This is an optimization exercise on Yosys and OpenROAD, whose aim is small area, not a production implementation.
RTL that was checked went through simulation tests only; none was proved equivalent to the original.

==> trial 72 <==
Design Top_Student, start of the top module:
module Top_Student (
    input clk,
    input [4:0] btn,
    input [15:0] sw,
    output [7:0] JB,
    output VGA_Hsync,
    output VGA_Vsync,
    output [11:0] VGA_RGB,
    output [13:0] led,
    output [7:0] seg,
    output [3:0] an,
    output reg [1:0] current_main_mode
);
clock: 12.0 ns
lec_check: 0
cap_margin: 20
core_margin: 2
core_utilization: 50
cts_buf_list: sky130_fd_sc_hd__clkbuf_8 sky130_fd_sc_hd__clkbuf_16
cts_cluster_diameter: 80
cts_cluster_size: 30
place_density: 0.65
slew_margin: 20
synth_memory_max_bits: 32768
standard.sh (not shown) runs the stock make flow with config.mk's settings and CLKGATE_MAP_FILE= SYNTH_SCRIPT=/design/flow/synth_recipe.tcl, a recipe that flattens the netlist after the stock synthesis.
==> flow/flow/run.sh <==
#!/bin/bash
# The standard layout (the standard.sh, every step unchanged), with each
# port's buffer made from the smallest buffer cell (buf_1) instead of the
# default clkdlybuf4s50_1. All of the flow's output goes to standard.log;
# ORFS writes each step's own log under orfs/logs/.
set -e
export BUFFER_PORTS_ARGS="-buffer_cell sky130_fd_sc_hd__buf_1"
bash standard.sh > standard.log 2>&1
==> inputs of trial 86, as changes to trial 72 <==
--- a/flow/design.v
+++ b/flow/design.v
@@ -1224,30 +1224,29 @@
     wire       s_fits = (kn_s == 2'd2) ? (len < 7'd62) : (kn_s == 2'd1) ? (len < 7'd63) : (len < 7'd64);
     wire       s_ctrl = (kcode == 5'd23) || (kcode == 5'd24) || (kcode == 5'd27);
     wire       s_app = kv_d & ~s_ctrl & s_fits;
     reg [5:0] rr;
     reg [4:0] ring [0:63];
     reg       pv, kpv;
-    reg [1:0] plife;
-    wire      pend_end = (plife == 2'd3) && (rr == 6'd63);
+    reg [7:0] plife;
     always @(posedge clk) begin
         if (kvalid_next)
-            plife <= 2'd0;
-        else if (rr == 6'd63 && plife != 2'd3)
-            plife <= plife + 2'd1;
+            plife <= 8'd0;
+        else if (plife != 8'd255)
+            plife <= plife + 8'd1;
         if (reset) begin
             pv  <= 1'b0;
             kpv <= 1'b0;
         end else begin
             if (s_app)
                 pv <= 1'b1;
-            else if (pend_end)
+            else if (plife == 8'd255)
                 pv <= 1'b0;
             if (k_op_wr | k_app)
                 kpv <= 1'b1;
-            else if (pend_end)
+            else if (plife == 8'd255)
                 kpv <= 1'b0;
         end
     end
     function [4:0] echar;
         input [4:0] k;
         input [1:0] e;
@@ -1313,47 +1312,46 @@
         end
     end
     assign led = {current_main_mode, len[6:1], kvalid, kcode};
     assign seg = 8'b11111111;
     assign an  = 4'b1111;
     reg [4:0] st;
-    reg [5:0] bc;            
+    reg [5:0] cnt;
     reg [9:0] dly;           
     reg       pix;
     reg [3:0] flo;           
     reg [6:0] fx, fy;
     reg [3:0] u9, s9;        
     reg       obit;          
     wire fbegin  = (flo == 4'd0) && (fx == 7'd0) && (fy == 7'd0);
     wire sending = (st == 5'd31);
     wire [4:0] nst = (st == 5'd30) ? (fbegin ? 5'd31 : 5'd30) :
                      (st == 5'd31) ? ((fx == 7'd95 && fy == 7'd63) ? 5'd27 : 5'd31) :
                      st + 5'd1;
-    wire busy = (bc != 6'd63);
-    reg [5:0] nbits;         
+    reg [5:0] nbits;
     reg [9:0] ndly;
     always @(*) begin
         case (nst)
-            5'd1, 5'd2:  begin nbits = 6'd63;  ndly = 10'd658;  end
+            5'd1, 5'd2:  begin nbits = 6'd0;  ndly = 10'd658;  end
             5'd4, 5'd8, 5'd23:
-                         begin nbits = 6'd7;  ndly = 10'd838;  end
-            5'd24:       begin nbits = 6'd39; ndly = 10'd838;  end
-            5'd25:       begin nbits = 6'd63;  ndly = 10'd1005; end
-            5'd26:       begin nbits = 6'd7;  ndly = 10'd1;    end
-            5'd27:       begin nbits = 6'd63;  ndly = 10'd838;  end
-            5'd28, 5'd29:begin nbits = 6'd23; ndly = 10'd838;  end
-            5'd30:       begin nbits = 6'd63;  ndly = 10'd652;  end
-            5'd31:       begin nbits = 6'd15; ndly = 10'd652;  end
-            5'd0:        begin nbits = 6'd63;  ndly = 10'd1005; end
-            default:     begin nbits = 6'd15; ndly = 10'd838;  end
+                         begin nbits = 6'd8;  ndly = 10'd838;  end
+            5'd24:       begin nbits = 6'd40; ndly = 10'd838;  end
+            5'd25:       begin nbits = 6'd0;  ndly = 10'd1005; end
+            5'd26:       begin nbits = 6'd8;  ndly = 10'd1;    end
+            5'd27:       begin nbits = 6'd0;  ndly = 10'd838;  end
+            5'd28, 5'd29:begin nbits = 6'd24; ndly = 10'd838;  end
+            5'd30:       begin nbits = 6'd0;  ndly = 10'd652;  end
+            5'd31:       begin nbits = 6'd16; ndly = 10'd652;  end
+            5'd0:        begin nbits = 6'd0;  ndly = 10'd1005; end
+            default:     begin nbits = 6'd16; ndly = 10'd838;  end
         endcase
     end
     always @(posedge clk) begin
         if (reset) begin
             st  <= 5'd0;
-            bc  <= 6'd63;
+            cnt <= 6'd0;
             dly <= 10'd652;
             flo <= 4'd0;
             fx  <= 7'd0;
             fy  <= 7'd0;
             u9  <= 4'd7;
             s9  <= 4'd0;
@@ -1380,26 +1378,26 @@
                         end else begin
                             u9 <= u9 + 4'd1;
                         end
                     end
                 end
             end
-            if (busy && bc != 6'd0) begin
-                bc <= bc - 6'd1;
+            if (cnt > 6'd1) begin
+                cnt <= cnt - 6'd1;
             end else if (dly != 10'd652) begin
-                bc  <= 6'd63;
+                cnt <= 6'd0;
                 dly <= {dly[8:0], dly[9] ^ dly[6]};
             end else begin
                 st  <= nst;
-                bc  <= nbits;
+                cnt <= nbits;
                 dly <= ndly;
             end
         end
     end
     always @(posedge clk) begin
-        if (ph3 && !(busy && bc != 6'd0) && dly == 10'd652)
+        if (ph3 && cnt <= 6'd1 && dly == 10'd652)
             pix <= current_main_mode[1] & obit;
     end
     reg [39:0] word;
     always @(*) begin
         case (st)
             5'd3:  word = 40'hFD12;
@@ -1428,14 +1426,16 @@
             5'd28: word = 40'h15005F;
             5'd29: word = 40'h75003F;
             5'd31: word = {40{pix}};
             default: word = 40'h0;
         endcase
     end
+    wire [5:0] bitn = cnt - 6'd1;
+    wire busy = (cnt != 6'd0);
     assign JB[0] = ~busy;
-    assign JB[1] = busy & word[bc];
+    assign JB[1] = busy & word[bitn];
     assign JB[2] = 1'b0;
     assign JB[3] = ph[1] | ~busy;
     assign JB[4] = sending;
     assign JB[5] = (st != 5'd1);
     assign JB[6] = (st >= 5'd25);
     oled_power_enable oled_power_enable_inst (
==> flow/run.sh (new file) <==
#!/bin/bash
# synth_recipe.tcl (not shown) runs the flow's synth.tcl, then flattens the netlist and writes it again
# the make line also repeats each setting of config.mk as NAME=value (left out here)
make -C /OpenROAD-flow-scripts/flow DESIGN_CONFIG=/design/flow/config.mk WORK_HOME=/design/flow/orfs CLKGATE_MAP_FILE= SYNTH_SCRIPT=/design/flow/synth_recipe.tcl finish
CORE_UTILIZATION = 30   (was 50)
CTS_BUF_LIST = unset   (was sky130_fd_sc_hd__clkbuf_8 sky130_fd_sc_hd__clkbuf_16)
CTS_CLUSTER_DIAMETER = 50   (was 80)
CTS_CLUSTER_SIZE = 40   (was 30)
PLACE_DENSITY = 0.4   (was 0.65)
removed: flow/flow/run.sh
removed: flow/standard.sh
==> impl_metrics.tcl <==
set metrics [dict create \
    netlist_area_um2 28020 \
    num-fill-cells 9419 \
    synth_top_cell_area_share_pct 40.01 \
    drt-initial-drc-count 1755 \
    flops_and_latches 614 \
    detail_route.wl_per_cell_um 17.81 \
    grt_max_degree 76 \
    power.share.sequential_pct 46.4 \
    power_frac_clock_pct 47.5 \
    synth_seq_cells 614 \
    routed_via_density 5.090 \
    post_synth_most_frequent_cells "dfxtp_1, nand2_1, nor2_1" \
    synth_mux_area_share_pct 2.094 \
    crit_required_ns 12.34 \
    status "finished clean" \
    die_w_um 309.6 \
    synth-simple-area-share_pct 17.77 \
]
The numbers above come from trial 86.

==> impl_metrics.tcl <==
set metrics [dict create \
    synth_top_cell_area_share_pct 40.55 \
    drt-initial-drc-count 1815 \
    status "finished clean" \
    detail_route.wl_per_cell_um 18.28 \
    routed_via_density 5.910 \
    synth_mux_area_share_pct 1.862 \
    post_synth_most_frequent_cells "dfxtp_1, nand2_1, nor2_1" \
    num-fill-cells 4919 \
    netlist_area_um2 27350 \
]
The numbers above come from trial 72.

Only the layout flow was run in trial 86; the RTL was not checked for function there.

========
==> indigo <==
Another version of the RTL of Top_Student (not shown whole).
## Top_Student
module Top_Student (
    input clk,
    input [4:0] btn,
    input [15:0] sw,
    output [7:0] JB,
    output VGA_Hsync,
    output VGA_Vsync,
    output [11:0] VGA_RGB,
    output [13:0] led,
    output [7:0] seg,
    output [3:0] an,
    output reg [1:0] current_main_mode
);
clock: 12.0 ns
lec_check: 0
cap_margin: 20
core_margin: 2
core_utilization: 40
cts_buf_list: sky130_fd_sc_hd__clkbuf_2 sky130_fd_sc_hd__clkbuf_4
cts_cluster_size: 20
place_density: 0.5
slew_margin: 20
synth_memory_max_bits: 32768
run.sh (not shown) runs the stock make flow with config.mk's settings and CLKGATE_MAP_FILE= SYNTH_SCRIPT=/design/flow/synth_recipe.tcl, a recipe that flattens the netlist after the stock synthesis.
Stock flow here: none of the scripts above is used.
==> tundra: changes against indigo <==
- CORE_UTILIZATION: 40 -> 30
- CTS_BUF_LIST: sky130_fd_sc_hd__clkbuf_2 sky130_fd_sc_hd__clkbuf_4 -> sky130_fd_sc_hd__clkbuf_4
- CTS_CLUSTER_SIZE: 20 -> default
- PLACE_DENSITY: 0.5 -> 0.4
==> willow: changes against indigo <==
--- a/flow/design.v
+++ b/flow/design.v
@@ -1009,33 +1009,31 @@
     wire ph1 = (ph == 2'd1);
     wire ph2 = (ph == 2'd2);
     wire ph3 = (ph == 2'd3);
     assign VGA_Hsync = hs_r;
     assign VGA_Vsync = vs_r;
     wire video_on = (hc < 10'd640) && (vc < 10'd480);
-    reg [4:0] bsync, bff, bout, bprev;
-    reg [9:0] bcnt [0:4];     
+    reg [4:0] bsync, bout, bprev;
+    reg [9:0] bcnt [0:4];
     integer i;
     always @(posedge clk) begin
         bprev <= bout;
         if (reset) begin
             bsync <= 5'd0;
-            bff   <= 5'd0;
             bout  <= 5'd0;
+            for (i = 0; i < 5; i = i + 1)
+                bcnt[i] <= 10'd940;
         end else begin
             bsync <= btn;
             for (i = 0; i < 5; i = i + 1) begin
-                bout[i] <= ~bff[i] & bsync[i];
-                if (~bff[i] & bsync[i]) begin
-                    bff[i]  <= 1'b1;
-                    bcnt[i] <= 10'd1;
-                end else if (bff[i] & ~bsync[i]) begin
-                    if (bcnt[i] != 10'd982)
-                        bcnt[i] <= {bcnt[i][8:0], bcnt[i][9] ^ bcnt[i][6]};
-                    else
-                        bff[i] <= 1'b0;
+                bout[i] <= (bcnt[i] == 10'd940) & bsync[i];
+                if (bcnt[i] == 10'd940) begin
+                    if (bsync[i])
+                        bcnt[i] <= 10'd1;
+                end else if (~bsync[i]) begin
+                    bcnt[i] <= {bcnt[i][8:0], bcnt[i][9] ^ bcnt[i][6]};
                 end
             end
         end
     end
     reg req, tgt, sel;
     wire welcome = (current_main_mode == 2'b01);
@@ -1081,13 +1079,13 @@
     reg       kpage;
     reg [1:0] srow;
     reg [2:0] scol;
     reg [4:0] klen;
     reg [4:0] kcode;
     reg       kvalid;
-    reg [4:0] kbuf [0:9];
+    reg [4:0] kring [0:9];           
     wire       en = current_main_mode[1];
     wire [4:0] pr = en ? bprev : 5'd0;    
     reg [4:0] kc;
     always @(*) begin
         kc = 5'd0;
         if (!kpage) begin
@@ -1159,26 +1157,15 @@
     endfunction
     wire [1:0] kn = nchars(kc);
     wire k_is_op = (kc == 5'd10) || (kc == 5'd11) || (kc == 5'd12) || (kc == 5'd13);
     wire k_ctrl = (kc == 5'd23) || (kc == 5'd24) || (kc == 5'd27) || k_is_op;
     wire k_fits = (kn == 2'd2) ? (klen < 5'd29) : (kn == 2'd1) ? (klen < 5'd30) : (klen < 5'd31);
     wire centre = pr[0] & ~pr[1] & ~pr[2] & ~pr[3] & ~pr[4];
+    wire kvalid_next = centre;
     wire k_op_wr = centre & k_is_op & (klen != 5'd0);
     wire k_app = centre & ~k_ctrl & k_fits;
-    wire [4:0] kbase = k_is_op ? 5'd0 : klen;
-    wire [1:0] kwn = k_is_op ? 2'd0 : kn;
-    wire [19:0] klanes = lanes(kc, kbase[1:0]);
-    always @(posedge clk) begin
-        if (k_op_wr | k_app) begin
-            for (i = 0; i < 10; i = i + 1) begin
-                if ((kbase == i) || (kwn != 2'd0 && kbase + 5'd1 == i) ||
-                    (kwn == 2'd2 && kbase + 5'd2 == i))
-                    kbuf[i] <= klanes[(i % 4) * 5 +: 5];
-            end
-        end
-    end
     always @(posedge clk) begin
         if (reset) begin
             kpage  <= 1'b0;
             srow   <= 2'd0;
             scol   <= 3'd0;
             klen   <= 5'd0;
@@ -1236,24 +1223,31 @@
     wire [1:0] kn_s = nchars(kcode);
     wire       s_fits = (kn_s == 2'd2) ? (len < 7'd62) : (kn_s == 2'd1) ? (len < 7'd63) : (len < 7'd64);
     wire       s_ctrl = (kcode == 5'd23) || (kcode == 5'd24) || (kcode == 5'd27);
     wire       s_app = kv_d & ~s_ctrl & s_fits;
     reg [5:0] rr;
     reg [4:0] ring [0:63];
-    reg       pv;
+    reg       pv, kpv;
     reg [7:0] plife;
     always @(posedge clk) begin
-        if (reset) begin
-            pv <= 1'b0;
-        end else if (s_app) begin
-            pv    <= 1'b1;
+        if (kvalid_next)
             plife <= 8'd0;
-        end else if (pv) begin
+        else if (plife != 8'd255)
             plife <= plife + 8'd1;
-            if (plife == 8'd255)
+        if (reset) begin
+            pv  <= 1'b0;
+            kpv <= 1'b0;
+        end else begin
+            if (s_app)
+                pv <= 1'b1;
+            else if (plife == 8'd255)
                 pv <= 1'b0;
+            if (k_op_wr | k_app)
+                kpv <= 1'b1;
+            else if (plife == 8'd255)
+                kpv <= 1'b0;
         end
     end
     function [4:0] echar;
         input [4:0] k;
         input [1:0] e;
         echar = (e == 2'd2) ? k :
@@ -1265,12 +1259,24 @@
     always @(posedge clk) begin
         rr <= rr + 6'd1;
         for (i = 63; i > 0; i = i - 1)
             ring[i] <= ring[i - 1];
         ring[0] <= ring_wr ? echar(kcode, w_e[1:0]) : ring[63];
     end
+    reg [3:0] kr;
+    wire k_opk = (kcode == 5'd10) || (kcode == 5'd11) || (kcode == 5'd12) || (kcode == 5'd13);
+    wire [1:0] kn_k = k_opk ? 2'd0 : nchars(kcode);
+    wire [3:0] kw_l = 4'd9 - kr;                         
+    wire [4:0] kw_e = klen - 5'd1 - {1'b0, kw_l};
+    wire       kring_wr = kpv && (kw_e <= {3'd0, kn_k});
+    always @(posedge clk) begin
+        kr <= (kr == 4'd9) ? 4'd0 : kr + 4'd1;
+        for (i = 9; i > 0; i = i - 1)
+            kring[i] <= kring[i - 1];
+        kring[0] <= kring_wr ? echar(kcode, kw_e[1:0]) : kring[9];
+    end
     wire [9:0] tx = hc - 10'd69;
     wire [5:0] ci = tx[8:3];
     wire [5:0] cn = ci + 6'd1;
     wire       cap = (~rr[4:0] == cn[4:0]);
     wire [4:0] capv = (~rr[5] == cn[5]) ? ring[63] : ring[31];
     reg  [4:0] nxt, cur;
@@ -1311,12 +1317,13 @@
     reg [4:0] st;
     reg [5:0] cnt;
     reg [9:0] dly;           
     reg       pix;
     reg [3:0] flo;           
     reg [6:0] fx, fy;
+    reg [3:0] u9, s9;        
     reg       obit;          
     wire fbegin  = (flo == 4'd0) && (fx == 7'd0) && (fy == 7'd0);
     wire sending = (st == 5'd31);
     wire [4:0] nst = (st == 5'd30) ? (fbegin ? 5'd31 : 5'd30) :
                      (st == 5'd31) ? ((fx == 7'd95 && fy == 7'd63) ? 5'd27 : 5'd31) :
                      st + 5'd1;
@@ -1343,25 +1350,37 @@
             st  <= 5'd0;
             cnt <= 6'd0;
             dly <= 10'd652;
             flo <= 4'd0;
             fx  <= 7'd0;
             fy  <= 7'd0;
+            u9  <= 4'd7;
+            s9  <= 4'd0;
         end else if (ph3) begin
             if (fy == 7'd67 && fx == 7'd78 && flo == 4'd5) begin
                 flo <= 4'd0;
                 fx  <= 7'd0;
                 fy  <= 7'd0;
+                u9  <= 4'd7;
+                s9  <= 4'd0;
             end else begin
                 flo <= flo + 4'd1;
                 if (flo == 4'd15) begin
                     if (fx == 7'd95) begin
                         fx <= 7'd0;
                         fy <= fy + 7'd1;
+                        u9 <= 4'd7;
+                        s9 <= 4'd0;
                     end else begin
                         fx <= fx + 7'd1;
+                        if (u9 == 4'd8) begin
+                            u9 <= 4'd0;
+                            s9 <= s9 + 4'd1;
+                        end else begin
+                            u9 <= u9 + 4'd1;
+                        end
                     end
                 end
             end
             if (cnt > 6'd1) begin
                 cnt <= cnt - 6'd1;
             end else if (dly != 10'd652) begin
@@ -1450,27 +1469,17 @@
         d_x0       = 7'd0;
         d_w        = 5'd0;
         d_by       = 6'd0;
         d_dx       = 7'd0;
         d_dy       = 6'd0;
         if (oy <= 6'd7) begin
-            d_frow = oy[2:0];
-            if      (ox >= 7'd2  && ox <= 7'd9)  begin d_idx = 4'd0; d_x0 = 7'd2;  d_in_input = 1'b1; end
-            else if (ox >= 7'd11 && ox <= 7'd18) begin d_idx = 4'd1; d_x0 = 7'd11; d_in_input = 1'b1; end
-            else if (ox >= 7'd20 && ox <= 7'd27) begin d_idx = 4'd2; d_x0 = 7'd20; d_in_input = 1'b1; end
-            else if (ox >= 7'd29 && ox <= 7'd36) begin d_idx = 4'd3; d_x0 = 7'd29; d_in_input = 1'b1; end
-            else if (ox >= 7'd38 && ox <= 7'd45) begin d_idx = 4'd4; d_x0 = 7'd38; d_in_input = 1'b1; end
-            else if (ox >= 7'd47 && ox <= 7'd54) begin d_idx = 4'd5; d_x0 = 7'd47; d_in_input = 1'b1; end
-            else if (ox >= 7'd56 && ox <= 7'd63) begin d_idx = 4'd6; d_x0 = 7'd56; d_in_input = 1'b1; end
-            else if (ox >= 7'd65 && ox <= 7'd72) begin d_idx = 4'd7; d_x0 = 7'd65; d_in_input = 1'b1; end
-            else if (ox >= 7'd74 && ox <= 7'd81) begin d_idx = 4'd8; d_x0 = 7'd74; d_in_input = 1'b1; end
-            else if (ox >= 7'd83 && ox <= 7'd90) begin d_idx = 4'd9; d_x0 = 7'd83; d_in_input = 1'b1; end
-            d_dx = ox - d_x0;
-            d_fcol = d_dx[2:0];
-            d_in_input = d_in_input && ({1'b0, d_idx} < klen);
-            d_cursor = vis && ({2'b00, ox} == {4'd0, klen} * 9 + 9'd2);
+            d_frow     = oy[2:0];
+            d_fcol     = u9[2:0];
+            d_idx      = s9 - 4'd1;
+            d_in_input = sending && (u9 != 4'd8) && (s9 != 4'd0) && (s9 <= 4'd10) && ({1'b0, s9} <= klen);
+            d_cursor   = sending && vis && (u9 == 4'd0) && ({1'b0, s9} == klen + 5'd1);
         end else if (oy >= 6'd12) begin
             if (!kpage) begin
                 if (ox < 7'd95) begin
                     if      (oy < 6'd25) begin d_r = 2'd0; d_by = 6'd14; end
                     else if (oy < 6'd38) begin d_r = 2'd1; d_by = 6'd27; end
                     else if (oy < 6'd51) begin d_r = 2'd2; d_by = 6'd40; end
@@ -1560,15 +1569,22 @@
     always @(posedge clk) begin
         if (ph1) begin
             a_buf  <= d_in_input;
             a_code <= d_in_input ? {2'b00, d_idx} : d_in_kp ? d_label : CH_BLANK;
             a_row  <= d_frow;
         end else if (ph2 && a_buf) begin
-            a_code <= {1'b0, kbuf[a_code[3:0]]};
+            a_code <= {1'b0, kval};
         end
     end
+    wire [3:0] kt = (u9 == 4'd8) ? s9 : s9 - 4'd1;
+    reg  [4:0] kcap;
+    always @(posedge clk)
+        if (kw_l == kt)
+            kcap <= kring[9];
+    wire [4:0] kr_e = klen - 5'd1 - {1'b0, a_code[3:0]};
+    wire [4:0] kval = (kpv && kr_e <= {3'd0, kn_k}) ? echar(kcode, kr_e[1:0]) : kcap;
     wire       t_before_len = (tx[9:3] < len);
     wire [5:0] calc_code = t_before_len ? {1'b0, sval} : CH_BLANK;
     wire [2:0] calc_row = vc[2:0] - 3'd1;
     wire yb1 = (vc >= 10'd208) && (vc < 10'd216);
     wire yb2 = (vc >= 10'd224) && (vc < 10'd232);
     wire yb3 = (vc >= 10'd272) && (vc < 10'd280);
- CORE_UTILIZATION: 40 -> 30
- CTS_BUF_LIST: sky130_fd_sc_hd__clkbuf_2 sky130_fd_sc_hd__clkbuf_4 -> default
- CTS_CLUSTER_DIAMETER: default -> 80
- CTS_CLUSTER_SIZE: 20 -> 30
- PLACE_DENSITY: 0.5 -> 0.4
==> metrics.cfg <==
[finish]
seqCellArea_mm2=0.0135
nClkBuffers=229
fin_nets=3348
fillers=7009

[power]
p_leak_nw=12.5
power.share.clock_pct=42.5

[yosys]
synthTopCellsByCount=dfxtp_1, nor2_1, nand2_1

[route]
totalWireLength_um=78900

[clock_network]
cts.sink_count=601

[run_status]
status=timing/DRC/antenna clean

# the run above: indigo

==> metrics.cfg <==
[power]
p_leak_nw=12.5

[finish]
seqCellArea_mm2=0.0135
nClkBuffers=240

[clock_network]
cts.sink_count=601

[route]
totalWireLength_um=84800

[run_status]
status=timing/DRC/antenna clean

# the run above: tundra

==> metrics.cfg <==
[run_status]
status=timing/DRC/antenna clean

[power]
power.share.clock_pct=36.7
p_leak_nw=11.9

[finish]
nClkBuffers=38
fin_nets=3193

[clock_network]
cts.sink_count=614

# the run above: willow

No run of this note included a check of the RTL's function; only the layout flow was run.

what the ideal ports hide:
In the flow no input, the clock included, has a driving cell. The finished layouts below were timed again as built, in two steps.
Step 1 sets driving cells, clkbuf_16 on the clock port and buf_2 on the other inputs (assumed; they add their load-dependent delay and slew).
Step 2, shift: input delay + t, output delay - t, t = (earliest + latest rising clock arrival at the registers) / 2. This alone moves slack from input paths to output paths.
Slacks: ideal / step 1 / step 2; pairs: ideal / step 1.
run	shift t [ns]	setup WS [ns]	worst hold slack (ns)	worst setup path at the end	worst data-port slew with drivers (ns)
trial 72	0.655	2.755 / 2.755 / 2.755	0.330 / 0.330 / 0.330	register to register	0.03
trial 86	0.663	1.870 / 1.870 / 1.870	0.309 / 0.309 / 0.309	register to register	0.05
indigo	1.037	3.030 / 3.030 / 3.030	0.289 / 0.289 / 0.289	register to register	0.04
tundra	1.047	3.095 / 3.095 / 3.095	0.278 / 0.278 / 0.278	register to register	0.03
willow	0.634	1.899 / 1.899 / 1.899	0.319 / 0.319 / 0.319	register to register	0.06
After both steps setup and hold are still met in every run listed.
